What follows belongs to an exercise in optimizing a design on an open flow for small area and a short achievable clock period; a production flow would make more cautious choices.
Only simulation tests tie the RTL to the original design; equivalence was not proved.
Power and IR drop assume default switching activity.

## cpu
module cpu( clk, rst_n, hlt, pc, imem_data, dmem_addr, dmem_wdata, dmem_we, dmem_rdata);
Size in the first run: roughly 1800 cells after synthesis, ~280 flip-flops, about 84 I/O pins, roughly 18000 um2 of cells after synthesis.
clock: 22.0 ns
lec_check: 0
cap_margin: 20
core_margin: 2
core_utilization: 40
cts_cluster_diameter: 80
cts_cluster_size: 22
place_density: 0.6
slew_margin: 20
synth_hierarchical: 1
standard.sh (not shown) runs the stock make flow with config.mk's settings and CLKGATE_MAP_FILE= SYNTH_SCRIPT=/design/flow/synth_recipe.tcl, a recipe that flattens the netlist after the stock synthesis.
==> flow/flow/run.sh <==
#!/bin/bash
# The standard layout (standard.sh) with these changes:
#  - synthesis is ORFS's synth.tcl and synth_recipe.tcl unchanged except for the one ABC call,
#    which maps each module with its own ABC script: alu with $W/flow/abc_area2.script, rdport with $S/abc_speed.script,
#    cpu with $W/flow/abc_area2.script (scripts named flow/... are in this folder, the others are ORFS's);
#  - the port buffers are buf_2 cells;
#  - repair_timing aims for 8.5 ns of setup slack (SETUP_SLACK_MARGIN=8.5);
#  - no ADDER_MAP_FILE: ABC maps the adders along with the rest of the logic.
# make's output goes to standard.log; ORFS keeps each step's log under orfs/logs/.
set -euo pipefail
W=$(pwd)
S=$FLOW_HOME/scripts
ALU=$W/flow/abc_area2.script; RDP=$S/abc_speed.script; CPU=$W/flow/abc_area2.script
sed 's|^  log_cmd abc {\*}\$abc_args$|  log_cmd abc {*}[lreplace $abc_args 1 1 '"$ALU"'] alu\n  log_cmd abc {*}[lreplace $abc_args 1 1 '"$RDP"'] rdport\n  log_cmd abc {*}[lreplace $abc_args 1 1 '"$CPU"'] cpu|' \
  "$S/synth.tcl" > "$W/flow_synth.tcl"
grep -q "lreplace .abc_args 1 1 $CPU. cpu" "$W/flow_synth.tcl"
sed "s|source \$::env(SCRIPTS_DIR)/synth.tcl|source $W/flow_synth.tcl|" "$W/synth_recipe.tcl" > "$W/flow_synth_recipe.tcl"
grep -q "source $W/flow_synth.tcl" "$W/flow_synth_recipe.tcl"
sed "s|SYNTH_SCRIPT=[^ ]*|SYNTH_SCRIPT=$W/flow_synth_recipe.tcl|" "$W/standard.sh" > "$W/standard_mix.sh"
grep -q "SYNTH_SCRIPT=$W/flow_synth_recipe.tcl" "$W/standard_mix.sh"
export SETUP_SLACK_MARGIN=8.5
export ADDER_MAP_FILE=
export BUFFER_PORTS_ARGS="-buffer_cell sky130_fd_sc_hd__buf_2"
bash "$W/standard_mix.sh" > standard.log 2>&1
==> flow/flow/abc_area2.script <==
strash
&get -n
&dch -f
&nf -R 1000
&put
topo
stime -c
buffer -c
upsize -c
dnsize -c
Edit:
--- a/flow/flow/run.sh
+++ b/flow/flow/run.sh
@@ -2 +2 @@
-# The standard layout (standard.sh) with these changes:
+# The standard layout (standard.sh) with two changes:
@@ -7,2 +7 @@
-#  - repair_timing aims for 8.5 ns of setup slack (SETUP_SLACK_MARGIN=8.5);
-#  - no ADDER_MAP_FILE: ABC maps the adders along with the rest of the logic.
+#  - repair_timing aims for 7 ns of setup slack (SETUP_SLACK_MARGIN=7).
@@ -21,2 +20 @@
-export SETUP_SLACK_MARGIN=8.5
-export ADDER_MAP_FILE=
+export SETUP_SLACK_MARGIN=7
Effect: Clock skew stays flat. Sequential cell count does not change. Design area decreases by 5.7%. Setup slack got worse by 1.5 ns. Via count decreases by 4.8%. Cell count decreases by 5.4%. Power decreases by 6.4%. Worst hold slack improved by 0.024 ns. Die area decreases by 0.57%. Critical path depth decreases by 2. Non-clock buffer count decreases by 41.
Edit:
--- a/flow/flow/run.sh
+++ b/flow/flow/run.sh
@@ -7 +7,2 @@
-#  - repair_timing aims for 7 ns of setup slack (SETUP_SLACK_MARGIN=7).
+#  - repair_timing aims for 8 ns of setup slack (SETUP_SLACK_MARGIN=8);
+#  - no ADDER_MAP_FILE: ABC maps the adders along with the rest of the logic.
@@ -20 +21,2 @@
-export SETUP_SLACK_MARGIN=7
+export SETUP_SLACK_MARGIN=8
+export ADDER_MAP_FILE=
- die area went up by 0.58%
- hold slack gets worse by 0.015 ns
- total power went up by 1.4%
- routed wire length falls by 0.88%
- first-iteration DRC count came out higher by 6.7%
Edit:
--- a/flow/flow/run.sh
+++ b/flow/flow/run.sh
@@ -2 +2 @@
-# The standard layout (standard.sh) with two changes:
+# The standard layout (standard.sh) with these changes:
@@ -7 +7 @@
-#  - repair_timing aims for 8 ns of setup slack (SETUP_SLACK_MARGIN=8);
+#  - repair_timing aims for 7.5 ns of setup slack (SETUP_SLACK_MARGIN=7.5);
@@ -21 +21 @@
-export SETUP_SLACK_MARGIN=8
+export SETUP_SLACK_MARGIN=7.5
Effect: Final cell count is lower by 0.46%. Global-route usage barely changes. Routed wire length is about the same. Die area is unchanged. Total power shrinks by 2.0%. Critical path depth grows by 3. First-iteration DRC count increases by 11%. Cell area fell by 1.5%.
Edit:
--- a/flow/flow/run.sh
+++ b/flow/flow/run.sh
@@ -7 +7 @@
-#  - repair_timing aims for 7.5 ns of setup slack (SETUP_SLACK_MARGIN=7.5);
+#  - repair_timing aims for 8 ns of setup slack (SETUP_SLACK_MARGIN=8);
@@ -21 +21 @@
-export SETUP_SLACK_MARGIN=7.5
+export SETUP_SLACK_MARGIN=8
Synthesized area stays the same.
Non-clock buffer count came out higher by 10.
Total power came out higher by 2.1%.
Design area grows by 1.5%.
Setup slack improves by 0.41 ns.
Clock skew is about the same.
Sequential share of layout area decreases by 0.62 points.
Sequential power barely changes.
Register-to-register slack improved by 0.18 ns.
Utilization increases by 0.67 points.
Edit:
--- a/flow/flow/run.sh
+++ b/flow/flow/run.sh
@@ -2 +2 @@
-# The standard layout (standard.sh) with these changes:
+# The standard layout (standard.sh) with two changes:
@@ -7,2 +7 @@
-#  - repair_timing aims for 8 ns of setup slack (SETUP_SLACK_MARGIN=8);
-#  - no ADDER_MAP_FILE: ABC maps the adders along with the rest of the logic.
+#  - repair_timing aims for 8 ns of setup slack (SETUP_SLACK_MARGIN=8).
@@ -22 +20,0 @@
-export ADDER_MAP_FILE=
Settings changed: CORE_UTILIZATION 40 to 55, PLACE_DENSITY 0.6 to 0.7.
What happened: The new run completed without violations. Synthesized area came out lower by 0.59%. Maximum frequency shrinks by about 1.7%. Clock power goes up by 14%. Sequential cell count is unchanged. Global-route usage grows by 11 points. Cell count came out lower by 11%. Worst setup slack is worse by 0.23 ns.

---

v32:
cpu, a different RTL version from the one above (not shown whole).
Size in the first run: roughly 280 flip-flops, roughly 84 I/O pins, roughly 19,000 sq um of cells after synthesis.
Settings: LEC_CHECK=0, CAP_MARGIN=20, CORE_MARGIN=2, CORE_UTILIZATION=40, CTS_CLUSTER_DIAMETER=80, CTS_CLUSTER_SIZE=22, PLACE_DENSITY=0.6, SETUP_SLACK_MARGIN=5, SLEW_MARGIN=20, SYNTH_HIERARCHICAL=1; clock period 22.0 ns.
==> flow/flow/run.sh <==
#!/bin/bash
# The standard layout (standard.sh), with buf_2 cells as the port buffers.
# make's output goes to standard.log; ORFS keeps each step's log under orfs/logs/.
set -euo pipefail
export BUFFER_PORTS_ARGS="-buffer_cell sky130_fd_sc_hd__buf_2"
bash standard.sh > standard.log 2>&1
No stage failed in v32, and the final checks on the layout all came back clean.
The inputs of v10 differ from those of v32 as listed below.
==> flow/run.sh (new file) <==
#!/bin/bash
# synth_recipe.tcl (not shown) runs the flow's synth.tcl, then flattens the netlist and writes it again
# the make line also repeats each setting of config.mk as NAME=value (left out here)
make -C /OpenROAD-flow-scripts/flow DESIGN_CONFIG=/design/flow/config.mk WORK_HOME=/design/flow/orfs CLKGATE_MAP_FILE= SYNTH_SCRIPT=/design/flow/synth_recipe.tcl finish
diff --git a/flow/config.mk b/flow/config.mk
--- a/flow/config.mk
+++ b/flow/config.mk
@@ -11,2 +10,0 @@
-export CTS_CLUSTER_DIAMETER = 80
-export CTS_CLUSTER_SIZE = 22
removed: flow/flow/run.sh
removed: flow/standard.sh
### Flow results
- Between v10 and v32, the difference in worst hold margin is negligible.
- Compared with v32, in v10 combinational cell fraction of total power shows a reduction of 1.6 points, slew at the pin closest to its max-slew limit has decreased, number of synthesized flops with an enable pin saw little to no change, worst setup slack moved down, number of fillers in the final layout went down.
- Across both runs, time the final worst path needs with I/O delays and setup was higher for v10 than for v32.
diff inputs: v10 => v24
diff --git a/flow/config.mk b/flow/config.mk
--- a/flow/config.mk
+++ b/flow/config.mk
@@ -10,0 +11,2 @@
+export CTS_CLUSTER_DIAMETER = 100
+export CTS_CLUSTER_SIZE = 30
## What came out
v10 consumes more power than v24. Core utilization, v24 and v10: smaller value in v24. | length of routed wiring on met1 | v24 vs v10 | about 0.8% lower |. Comparing v24 against v10, there is no change at all in critical path depth. Cmp v24 vs v10: worst setup slack higher in v24. Layout buffer count excluding clock buffers went up by a few percent going from v10 to v24. Summary of v24 over v10: via count of the first global-routing pass lower; cell count lower; number of buffers inserted by post-CTS setup repair lower.
Modified inputs, v57 compared to v24
diff --git a/flow/config.mk b/flow/config.mk
--- a/flow/config.mk
+++ b/flow/config.mk
@@ -11,2 +11,2 @@
-export CTS_CLUSTER_DIAMETER = 100
-export CTS_CLUSTER_SIZE = 30
+export CTS_CLUSTER_DIAMETER = 80
+export CTS_CLUSTER_SIZE = 22
Notes after the runs:
- v57 -> v24: cell count flat
- Diff v24 -> v57: clock-pin slew on the worst setup and hold paths lower, met1 capacity usage during global routing went down 0.18 points, non-clock buffer count decreased by 4 relative to the old numbers.
- v57: total power is 0.039 mW higher than what v24 reported.
- Looking at final instance area, v57 sits about 0.4% above v24.
- The relative slew slack of v57 was superior to that of v24.
- Taking v24 as the reference point, the met1 routed wirelength after detailed routing of v57 falls by 0.55%.
Edits applied to the flow inputs when going from v57 to v50:
==> flow/flow/run.sh (new file) <==
#!/bin/bash
# The standard layout (standard.sh) with two changes:
#  - synthesis is ORFS's synth.tcl and synth_recipe.tcl unchanged except for the one ABC call,
#    which maps each module with its own ABC script: alu with $W/flow/abc_area2.script, rdport with $S/abc_speed.script,
#    cpu with $W/flow/abc_area2.script (scripts named flow/... are in this folder, the others are ORFS's);
#  - the port buffers are buf_2 cells.
# make's output goes to standard.log; ORFS keeps each step's log under orfs/logs/.
set -euo pipefail
W=$(pwd)
S=$FLOW_HOME/scripts
ALU=$W/flow/abc_area2.script; RDP=$S/abc_speed.script; CPU=$W/flow/abc_area2.script
sed 's|^  log_cmd abc {\*}\$abc_args$|  log_cmd abc {*}[lreplace $abc_args 1 1 '"$ALU"'] alu\n  log_cmd abc {*}[lreplace $abc_args 1 1 '"$RDP"'] rdport\n  log_cmd abc {*}[lreplace $abc_args 1 1 '"$CPU"'] cpu|' \
  "$S/synth.tcl" > "$W/flow_synth.tcl"
grep -q "lreplace .abc_args 1 1 $CPU. cpu" "$W/flow_synth.tcl"
sed "s|source \$::env(SCRIPTS_DIR)/synth.tcl|source $W/flow_synth.tcl|" "$W/synth_recipe.tcl" > "$W/flow_synth_recipe.tcl"
grep -q "source $W/flow_synth.tcl" "$W/flow_synth_recipe.tcl"
sed "s|SYNTH_SCRIPT=[^ ]*|SYNTH_SCRIPT=$W/flow_synth_recipe.tcl|" "$W/standard.sh" > "$W/standard_mix.sh"
grep -q "SYNTH_SCRIPT=$W/flow_synth_recipe.tcl" "$W/standard_mix.sh"
export BUFFER_PORTS_ARGS="-buffer_cell sky130_fd_sc_hd__buf_2"
bash "$W/standard_mix.sh" > standard.log 2>&1
==> flow/flow/abc_area2.script (new file) <==
strash
&get -n
&dch -f
&nf -R 1000
&put
topo
stime -c
buffer -c
upsize -c
dnsize -c
==> flow/standard.sh (new file) <==
#!/bin/bash
# synth_recipe.tcl (not shown) runs the flow's synth.tcl, then flattens the netlist and writes it again
# the make line also repeats each setting of config.mk as NAME=value (left out here)
make -C /OpenROAD-flow-scripts/flow DESIGN_CONFIG=/design/flow/config.mk WORK_HOME=/design/flow/orfs CLKGATE_MAP_FILE= SYNTH_SCRIPT=/design/flow/synth_recipe.tcl "${@:-finish}"
removed: flow/run.sh
Notes after the runs:
No run among v50 and v57 stopped early or left any final violation; all are clean.
Against v57, v50 comes in 13% lower on routed wire length.
In the metrics for v50 and v57, the one carrying the lower clock power share is v57.
Taking v57 as the reference point, the critical path depth of v50 rises by 2.
Post-layout total power (higher): v50
A worst setup path startpoint of imem_data[11] is what v57 shows, while imem_data[14] belongs to v50.
In v50 the hold slack turned out 12 ps higher than in v57.
Diff v50 and v57: number of gates given a new drive strength after cts higher in v57
STATUS static leakage: v50 wins against v57
### v50 -> v46
==> flow/run.sh (new file) <==
#!/bin/bash
# synth_recipe.tcl (not shown) runs the flow's synth.tcl, then flattens the netlist and writes it again
# the make line also repeats each setting of config.mk as NAME=value (left out here)
make -C /OpenROAD-flow-scripts/flow DESIGN_CONFIG=/design/flow/config.mk WORK_HOME=/design/flow/orfs CLKGATE_MAP_FILE= SYNTH_SCRIPT=/design/flow/synth_recipe.tcl finish
diff --git a/flow/config.mk b/flow/config.mk
--- a/flow/config.mk
+++ b/flow/config.mk
@@ -10 +10 @@
-export CORE_UTILIZATION = 40
+export CORE_UTILIZATION = 55
@@ -13 +13 @@
-export PLACE_DENSITY = 0.6
+export PLACE_DENSITY = 0.7
removed: flow/flow/run.sh
removed: flow/flow/abc_area2.script
removed: flow/standard.sh
### Flow results
v46 against v50: wire length after detailed routing up 7.8%; antenna diode instance count down 1; share of the cycle needed by the critical path after routing up 2.2 points; combined global-route utilization of all metal layers up 10 points.

---

The RTL this note starts from:
==> flow/design.v <==
module cpu( clk, rst_n, hlt, pc, imem_data, dmem_addr, dmem_wdata, dmem_we, dmem_rdata);
    input clk, rst_n;
    output hlt;
    output [15:0] pc;
    input [15:0] imem_data;
    output [15:0] dmem_addr, dmem_wdata;
    output dmem_we;
    input [15:0] dmem_rdata;
    wire [15:0] inst = imem_data;
    wire [3:0] op = inst[15:12];
    wire rst = ~rst_n;
    wire op_add  = (op == 4'h0);
    wire op_sub  = (op == 4'h1);
    wire op_xor  = (op == 4'h2);
    wire op_red  = (op == 4'h3);
    wire op_sll  = (op == 4'h4);
    wire op_sra  = (op == 4'h5);
    wire op_ror  = (op == 4'h6);
    wire op_padd = (op == 4'h7);
    wire op_lw   = (op == 4'h8);
    wire op_sw   = (op == 4'h9);
    wire op_llb  = (op == 4'hA);
    wire op_lhb  = (op == 4'hB);
    wire op_b    = (op == 4'hC);
    wire op_br   = (op == 4'hD);
    wire op_pcs  = (op == 4'hE);
    wire op_hlt  = (op == 4'hF);
    wire op_mem  = op_lw | op_sw;
    wire op_sh   = op_sll | op_sra | op_ror;
    reg [15:0] pc_r;
    reg [2:0] flags_r;    
    reg [255:0] rf;
    wire m2 = op_sw | op_llb | op_lhb;
    wire [15:0] rs, rtr;
    wire [15:0] sel1, sel2;
    genvar d;
    generate for (d = 0; d < 16; d = d + 1) begin : dec
        assign sel1[d] = (inst[7:4] == d);
        assign sel2[d] = m2 ? (inst[11:8] == d) : (inst[3:0] == d);
    end endgenerate
    rdport RP1 (.rf(rf), .sel(sel1), .q(rs));
    rdport RP2 (.rf(rf), .sel(sel2), .q(rtr));
    wire [15:0] rd;
    wire [2:0] flags;
    alu ALU0 (.inst(inst), .rs(rs), .rtr(rtr), .flags_r(flags_r), .rd(rd), .flags(flags));
    wire [15:0] ci, cb;
    wire [14:0] pn, pb;
    assign ci[0] = 1'b1;
    assign cb[0] = 1'b1;
    genvar g;
    generate for (g = 0; g < 15; g = g + 1) begin : pcadd
        wire bb = inst[g < 9 ? g : 8];
        assign pn[g] = pc_r[g+1] ^ ci[g];
        assign ci[g+1] = pc_r[g+1] & ci[g];
        assign pb[g] = pc_r[g+1] ^ bb ^ cb[g];
        assign cb[g+1] = (pc_r[g+1] & bb) | (pc_r[g+1] & cb[g]) | (bb & cb[g]);
    end endgenerate
    wire [15:0] pc_next = {pn, pc_r[0]};
    wire [15:0] pc_br = {pb, pc_r[0]};
    wire fN = flags_r[2], fV = flags_r[1], fZ = flags_r[0];
    reg cond;
    always @(*) begin
        case (inst[11:9])
            3'b000: cond = ~fZ;
            3'b001: cond = fZ;
            3'b010: cond = ~fZ & ~fN;
            3'b011: cond = fN;
            3'b100: cond = fZ | ~fN;
            3'b101: cond = fN | fZ;
            3'b110: cond = fV;
            default: cond = 1'b1;
        endcase
    end
    wire [15:0] pc_new = (op_b & cond) ? pc_br :
                         (op_br & cond) ? rs :
                         op_hlt ? pc_r : pc_next;
    wire rf_we = ~(op_sw | op_b | op_br | op_hlt);
    wire [15:0] wdata = op_lw ? dmem_rdata :
                        op_llb ? {rtr[15:8], inst[7:0]} :
                        op_lhb ? {inst[7:0], rtr[7:0]} :
                        op_pcs ? pc_next : rd;
    integer k;
    always @(posedge clk) begin
        pc_r <= rst ? 16'h0000 : pc_new;
        flags_r <= rst ? 3'b000 : flags;
        for (k = 0; k < 16; k = k + 1)
            if (rst | (rf_we && inst[11:8] == k))
                rf[16*k +: 16] <= wdata & {16{rst_n}};
    end
    assign pc = pc_r;
    assign hlt = op_hlt;
    assign dmem_addr = rd;
    assign dmem_wdata = rtr;
    assign dmem_we = op_sw & rst_n;
endmodule
module rdport(rf, sel, q);
    input [255:0] rf;
    input [15:0] sel;
    output reg [15:0] q;
    integer i;
    always @(*) begin
        q = 16'h0000;
        for (i = 0; i < 16; i = i + 1)
            q = q | (rf[16*i +: 16] & {16{sel[i]}});
    end
endmodule
module alu(inst, rs, rtr, flags_r, rd, flags);
    input [15:0] inst, rs, rtr;
    input [2:0] flags_r;
    output reg [15:0] rd;
    output reg [2:0] flags;
    wire [3:0] op = inst[15:12];
    wire op_add  = (op == 4'h0);
    wire op_sub  = (op == 4'h1);
    wire op_xor  = (op == 4'h2);
    wire op_red  = (op == 4'h3);
    wire op_sll  = (op == 4'h4);
    wire op_sra  = (op == 4'h5);
    wire op_ror  = (op == 4'h6);
    wire op_padd = (op == 4'h7);
    wire op_lw   = (op == 4'h8);
    wire op_sw   = (op == 4'h9);
    wire op_mem  = op_lw | op_sw;
    wire op_sh   = op_sll | op_sra | op_ror;
    wire sub = op_sub;
    wire [15:0] A = op_mem ? {rs[15:1], 1'b0} : rs;
    wire [15:0] Bsrc = op_mem ? {{11{inst[3]}}, inst[3:0], 1'b0} : rtr;
    wire [15:0] B = sub ? ~Bsrc : Bsrc;
    wire k8 = ~op_red;
    wire [16:0] xa = {A[15:8], k8, A[7:0]};
    wire [16:0] xb = {B[15:8], 1'b0, B[7:0]};
    wire [17:0] xs = xa + xb + {16'b0, sub};
    wire [15:0] S = {xs[16:9], xs[7:0]};
    wire ovf = (A[15] == B[15]) & (S[15] != A[15]);
    wire [15:0] addsat = ovf ? (A[15] ? 16'h0100 : 16'h7FFF) : S;
    wire [3:0] n0 = rs[3:0] + rtr[3:0];
    wire [3:0] n1 = rs[7:4] + rtr[7:4];
    wire [3:0] n2 = rs[11:8] + rtr[11:8];
    wire [3:0] n3 = rs[15:12] + rtr[15:12];
    wire ov0 = (rs[3] == rtr[3]) & (n0[3] != rs[3]);
    wire ov1 = (rs[7] == rtr[7]) & (n1[3] != rs[7]);
    wire [15:0] padd;
    assign padd[3:0]   = ov0 ? (rs[3] ? 4'h1 : 4'h7) : n0;
    assign padd[7:4]   = ov1 ? (rs[7] ? 4'h1 : 4'h7) : n1;
    assign padd[11:8]  = (ov0 & ~(rs[11] ^ rtr[11])) ? (rs[11] ? 4'h1 : 4'h7) : n2;
    assign padd[15:12] = (ov0 & ~(rs[15] ^ rtr[15])) ? (rs[15] ? 4'h1 : 4'h7) : n3;
    wire c1 = xs[8];
    wire c2 = xs[17];
    wire [8:0] ab = {1'b0, S[7:0]} + {1'b0, S[15:8]};
    wire kk = ab[8];
    wire [4:0] T = {4'b0, kk} + (c1 ? 5'd15 : 5'd0) + (c2 ? 5'd15 : 5'd0);
    wire [15:0] red = {{4{T[4]}}, T[3:0], ab[7:0]};
    wire [3:0] n = inst[3:0];
    wire [3:0] r = op_sll ? (4'd0 - n) : n;
    wire [15:0] s1 = r[0] ? {rs[0],   rs[15:1]} : rs;
    wire [15:0] s2 = r[1] ? {s1[1:0], s1[15:2]} : s1;
    wire [15:0] s3 = r[2] ? {s2[3:0], s2[15:4]} : s2;
    wire [15:0] s4 = r[3] ? {s3[7:0], s3[15:8]} : s3;
    wire [15:0] lowm = ~(16'hFFFF << n);
    wire [15:0] him  = ~(16'hFFFF >> n);
    wire [15:0] kill = ({16{op_sll}} & lowm) | ({16{op_sra}} & him);
    wire [15:0] fill = {16{op_sra & rs[15]}} & him;
    wire [15:0] sh = (s4 & ~kill) | fill;
    always @(*) begin
        case (op)
            4'h0, 4'h1: rd = addsat;
            4'h2: rd = rs ^ rtr;
            4'h3: rd = red;
            4'h4, 4'h5, 4'h6: rd = sh;
            4'h7: rd = padd;
            4'h8, 4'h9: rd = S;
            4'hA, 4'hB: rd = rtr;
            default: rd = rs;
        endcase
    end
    always @(*) begin
        if (op_add | op_sub)
            flags = {~ovf & S[15], ovf, ~ovf & (S == 16'h0000)};
        else if (op_xor | op_sh)
            flags = {flags_r[2:1], flags_r[0] | (rd == 16'h0000)};
        else
            flags = flags_r;
    end
endmodule
export LEC_CHECK = 0
export CAP_MARGIN = 20
export CORE_MARGIN = 2
export CORE_UTILIZATION = 40
export CTS_CLUSTER_DIAMETER = 80
export CTS_CLUSTER_SIZE = 22
export PLACE_DENSITY = 0.6
export SETUP_SLACK_MARGIN = 5
export SLEW_MARGIN = 20
export SYNTH_HIERARCHICAL = 1
create_clock -name core_clock -period 22.0 [get_ports {clk}]
==> flow/flow/run.sh <==
#!/bin/bash
# The standard layout (standard.sh) with two changes:
#  - synthesis maps the alu module with ABC's area script (abc_area.script) and the other
#    modules with the speed script, as the standard synthesis does; everything else in the
#    synthesis (ORFS synth.tcl, synth_recipe.tcl's flatten and renames) is unchanged;
#  - the port buffers are buf_2 cells.
# make's output goes to standard.log; ORFS keeps each step's log under orfs/logs/.
set -euo pipefail
W=$(pwd)
sed 's|^  log_cmd abc {\*}\$abc_args$|  set abc_area_args [lreplace $abc_args 1 1 $::env(SCRIPTS_DIR)/abc_area.script]\n  log_cmd abc {*}$abc_area_args alu\n  log_cmd abc {*}$abc_args rdport cpu|' \
  "$FLOW_HOME/scripts/synth.tcl" > "$W/flow_synth.tcl"
grep -q 'abc_area_args' "$W/flow_synth.tcl"
sed "s|source \$::env(SCRIPTS_DIR)/synth.tcl|source $W/flow_synth.tcl|" "$W/synth_recipe.tcl" > "$W/flow_synth_recipe.tcl"
grep -q "source $W/flow_synth.tcl" "$W/flow_synth_recipe.tcl"
sed "s|SYNTH_SCRIPT=[^ ]*|SYNTH_SCRIPT=$W/flow_synth_recipe.tcl|" "$W/standard.sh" > "$W/standard_mix.sh"
grep -q "SYNTH_SCRIPT=$W/flow_synth_recipe.tcl" "$W/standard_mix.sh"
export BUFFER_PORTS_ARGS="-buffer_cell sky130_fd_sc_hd__buf_2"
bash "$W/standard_mix.sh" > standard.log 2>&1
Edit:
==> flow/flow/run.sh (replaced) <==
#!/bin/bash
# The standard layout (standard.sh) with two changes:
#  - synthesis is ORFS's synth.tcl and synth_recipe.tcl unchanged except for the one ABC call,
#    which maps each module with its own ABC script: alu with $W/flow/abc_area2.script, rdport with $S/abc_speed.script,
#    cpu with $W/flow/abc_area2.script (scripts named flow/... are in this folder, the others are ORFS's);
#  - the port buffers are buf_2 cells;
#  - repair_timing aims for 9 ns of setup slack (SETUP_SLACK_MARGIN=9).
# make's output goes to standard.log; ORFS keeps each step's log under orfs/logs/.
set -euo pipefail
W=$(pwd)
S=$FLOW_HOME/scripts
ALU=$W/flow/abc_area2.script; RDP=$S/abc_speed.script; CPU=$W/flow/abc_area2.script
sed 's|^  log_cmd abc {\*}\$abc_args$|  log_cmd abc {*}[lreplace $abc_args 1 1 '"$ALU"'] alu\n  log_cmd abc {*}[lreplace $abc_args 1 1 '"$RDP"'] rdport\n  log_cmd abc {*}[lreplace $abc_args 1 1 '"$CPU"'] cpu|' \
  "$S/synth.tcl" > "$W/flow_synth.tcl"
grep -q "lreplace .abc_args 1 1 $CPU. cpu" "$W/flow_synth.tcl"
sed "s|source \$::env(SCRIPTS_DIR)/synth.tcl|source $W/flow_synth.tcl|" "$W/synth_recipe.tcl" > "$W/flow_synth_recipe.tcl"
grep -q "source $W/flow_synth.tcl" "$W/flow_synth_recipe.tcl"
sed "s|SYNTH_SCRIPT=[^ ]*|SYNTH_SCRIPT=$W/flow_synth_recipe.tcl|" "$W/standard.sh" > "$W/standard_mix.sh"
grep -q "SYNTH_SCRIPT=$W/flow_synth_recipe.tcl" "$W/standard_mix.sh"
export SETUP_SLACK_MARGIN=9
export BUFFER_PORTS_ARGS="-buffer_cell sky130_fd_sc_hd__buf_2"
bash "$W/standard_mix.sh" > standard.log 2>&1
==> flow/flow/abc_area2.script (new file) <==
strash
&get -n
&dch -f
&nf -R 1000
&put
topo
stime -c
buffer -c
upsize -c
dnsize -c
- SETUP_SLACK_MARGIN: 5 -> not set
Sequential share of layout area falls by 2.8 points.
Power came out higher by a quarter to a third.
Utilization came out higher by 5.7 points.
Edit:
==> flow/flow/run.sh (replaced) <==
#!/bin/bash
# The standard layout (standard.sh) with two changes:
#  - synthesis is ORFS's synth.tcl and synth_recipe.tcl unchanged except for the one ABC call,
#    which maps each module with its own ABC script: alu with $W/flow/abc_map.script, rdport with $S/abc_speed.script,
#    cpu with $W/flow/abc_map.script (scripts named flow/... are in this folder, the others are ORFS's);
#  - the port buffers are buf_2 cells.
# make's output goes to standard.log; ORFS keeps each step's log under orfs/logs/.
set -euo pipefail
W=$(pwd)
S=$FLOW_HOME/scripts
ALU=$W/flow/abc_map.script; RDP=$S/abc_speed.script; CPU=$W/flow/abc_map.script
sed 's|^  log_cmd abc {\*}\$abc_args$|  log_cmd abc {*}[lreplace $abc_args 1 1 '"$ALU"'] alu\n  log_cmd abc {*}[lreplace $abc_args 1 1 '"$RDP"'] rdport\n  log_cmd abc {*}[lreplace $abc_args 1 1 '"$CPU"'] cpu|' \
  "$S/synth.tcl" > "$W/flow_synth.tcl"
grep -q "lreplace .abc_args 1 1 $CPU. cpu" "$W/flow_synth.tcl"
sed "s|source \$::env(SCRIPTS_DIR)/synth.tcl|source $W/flow_synth.tcl|" "$W/synth_recipe.tcl" > "$W/flow_synth_recipe.tcl"
grep -q "source $W/flow_synth.tcl" "$W/flow_synth_recipe.tcl"
sed "s|SYNTH_SCRIPT=[^ ]*|SYNTH_SCRIPT=$W/flow_synth_recipe.tcl|" "$W/standard.sh" > "$W/standard_mix.sh"
grep -q "SYNTH_SCRIPT=$W/flow_synth_recipe.tcl" "$W/standard_mix.sh"
export BUFFER_PORTS_ARGS="-buffer_cell sky130_fd_sc_hd__buf_2"
bash "$W/standard_mix.sh" > standard.log 2>&1
==> flow/flow/abc_map.script (new file) <==
strash
&get -n
&dch -f
&nf -R 1000
&put
topo
stime -c
- SETUP_SLACK_MARGIN: not set -> 5
removed: flow/flow/abc_area2.script
What happened: Via count is lower by 6.3%; routed wire length decreases by 13%; power decreases by 19%.
Edit:
--- a/flow/flow/run.sh
+++ b/flow/flow/run.sh
@@ -3,5 +3,6 @@
 #  - synthesis is ORFS's synth.tcl and synth_recipe.tcl unchanged except for the one ABC call,
-#    which maps each module with its own ABC script: alu with $W/flow/abc_map.script, rdport with $S/abc_speed.script,
-#    cpu with $W/flow/abc_map.script (scripts named flow/... are in this folder, the others are ORFS's);
-#  - the port buffers are buf_2 cells.
+#    which maps each module with its own ABC script: alu with $W/flow/abc_area2.script, rdport with $S/abc_speed.script,
+#    cpu with $W/flow/abc_area2.script (scripts named flow/... are in this folder, the others are ORFS's);
+#  - the port buffers are buf_2 cells;
+#  - repair_timing aims for 7 ns of setup slack (SETUP_SLACK_MARGIN=7).
 # make's output goes to standard.log; ORFS keeps each step's log under orfs/logs/.
@@ -10,3 +11,3 @@
 S=$FLOW_HOME/scripts
-ALU=$W/flow/abc_map.script; RDP=$S/abc_speed.script; CPU=$W/flow/abc_map.script
+ALU=$W/flow/abc_area2.script; RDP=$S/abc_speed.script; CPU=$W/flow/abc_area2.script
 sed 's|^  log_cmd abc {\*}\$abc_args$|  log_cmd abc {*}[lreplace $abc_args 1 1 '"$ALU"'] alu\n  log_cmd abc {*}[lreplace $abc_args 1 1 '"$RDP"'] rdport\n  log_cmd abc {*}[lreplace $abc_args 1 1 '"$CPU"'] cpu|' \
@@ -18,2 +19,3 @@
 grep -q "SYNTH_SCRIPT=$W/flow_synth_recipe.tcl" "$W/standard_mix.sh"
+export SETUP_SLACK_MARGIN=7
 export BUFFER_PORTS_ARGS="-buffer_cell sky130_fd_sc_hd__buf_2"
==> flow/flow/abc_area2.script (new file) <==
strash
&get -n
&dch -f
&nf -R 1000
&put
topo
stime -c
buffer -c
upsize -c
dnsize -c
- SETUP_SLACK_MARGIN: 5 -> not set
removed: flow/flow/abc_map.script
The changed run ran to the end with no violations.
Clock-buffer cell count is higher by 7.
First-iteration DRC count went up by 16%.
Routed wire length climbs by 9.1%.

## static timing again, ports no longer ideal
No port has a modelled driver above. Below, the same layouts with a new extraction and two added sets of constraints. Step 1 (the two cells are an assumption about what drives the block):
set clk [get_ports {clk}]
set_driving_cell -lib_cell sky130_fd_sc_hd__clkbuf_16 $clk
set_driving_cell -lib_cell sky130_fd_sc_hd__buf_2 [delete_from_list [all_inputs] $clk]
Step 2 times the ports against the registers' clock, not the clock port: input delays grow and output delays shrink by t, the midpoint of the rising clock arrivals with the driver on. Three values: ideal ports, drivers, drivers and shift; two values: the first two.
run	t (ns)	slack for setup (ns)	slew at the worst register clock pin (ns)	worst slew at a driven data input, ns	cell pins on the clock port's net
the first run of note 1	0.558	8.568 / 8.530 / 8.530	0.09 / 0.09	0.05	1
the second run of note 1	0.559	7.022 / 6.999 / 6.999	0.09 / 0.09	0.07	1
the third run of note 1	0.556	8.249 / 8.211 / 8.211	0.09 / 0.09	0.04	1
the fourth run of note 1	0.557	7.841 / 7.808 / 7.808	0.09 / 0.09	0.05	1
the fifth run of note 1	0.556	8.249 / 8.211 / 8.211	0.09 / 0.09	0.04	1
the sixth run of note 1	0.573	8.017 / 7.983 / 7.983	0.09 / 0.09	0.05	1
v32	0.556	5.425 / 5.397 / 5.397	0.09 / 0.09	0.06	1
v10	0.619	5.416 / 5.391 / 5.391	0.07 / 0.07	0.05	1
v24	0.560	5.424 / 5.399 / 5.399	0.11 / 0.11	0.05	1
v57	0.553	5.410 / 5.385 / 5.385	0.09 / 0.09	0.05	1
v50	0.587	5.720 / 5.661 / 5.661	0.10 / 0.10	0.11	1
v46	0.551	5.238 / 5.214 / 5.214	0.09 / 0.09	0.05	1
the first run of note 3	0.552	5.668 / 5.614 / 5.614	0.10 / 0.10	0.08	1
the second run of note 3	0.587	7.188 / 7.090 / 7.090	0.09 / 0.09	0.09	1
the third run of note 3	0.554	5.359 / 5.311 / 5.311	0.10 / 0.10	0.09	1
the fourth run of note 3	0.587	7.109 / 7.070 / 7.070	0.10 / 0.10	0.11	1
After both steps every run listed still meets setup and hold. For the second run of note 3, which loses most, drivers alone change the setup slack by -0.098 ns; drivers and shift together by -0.098 ns.
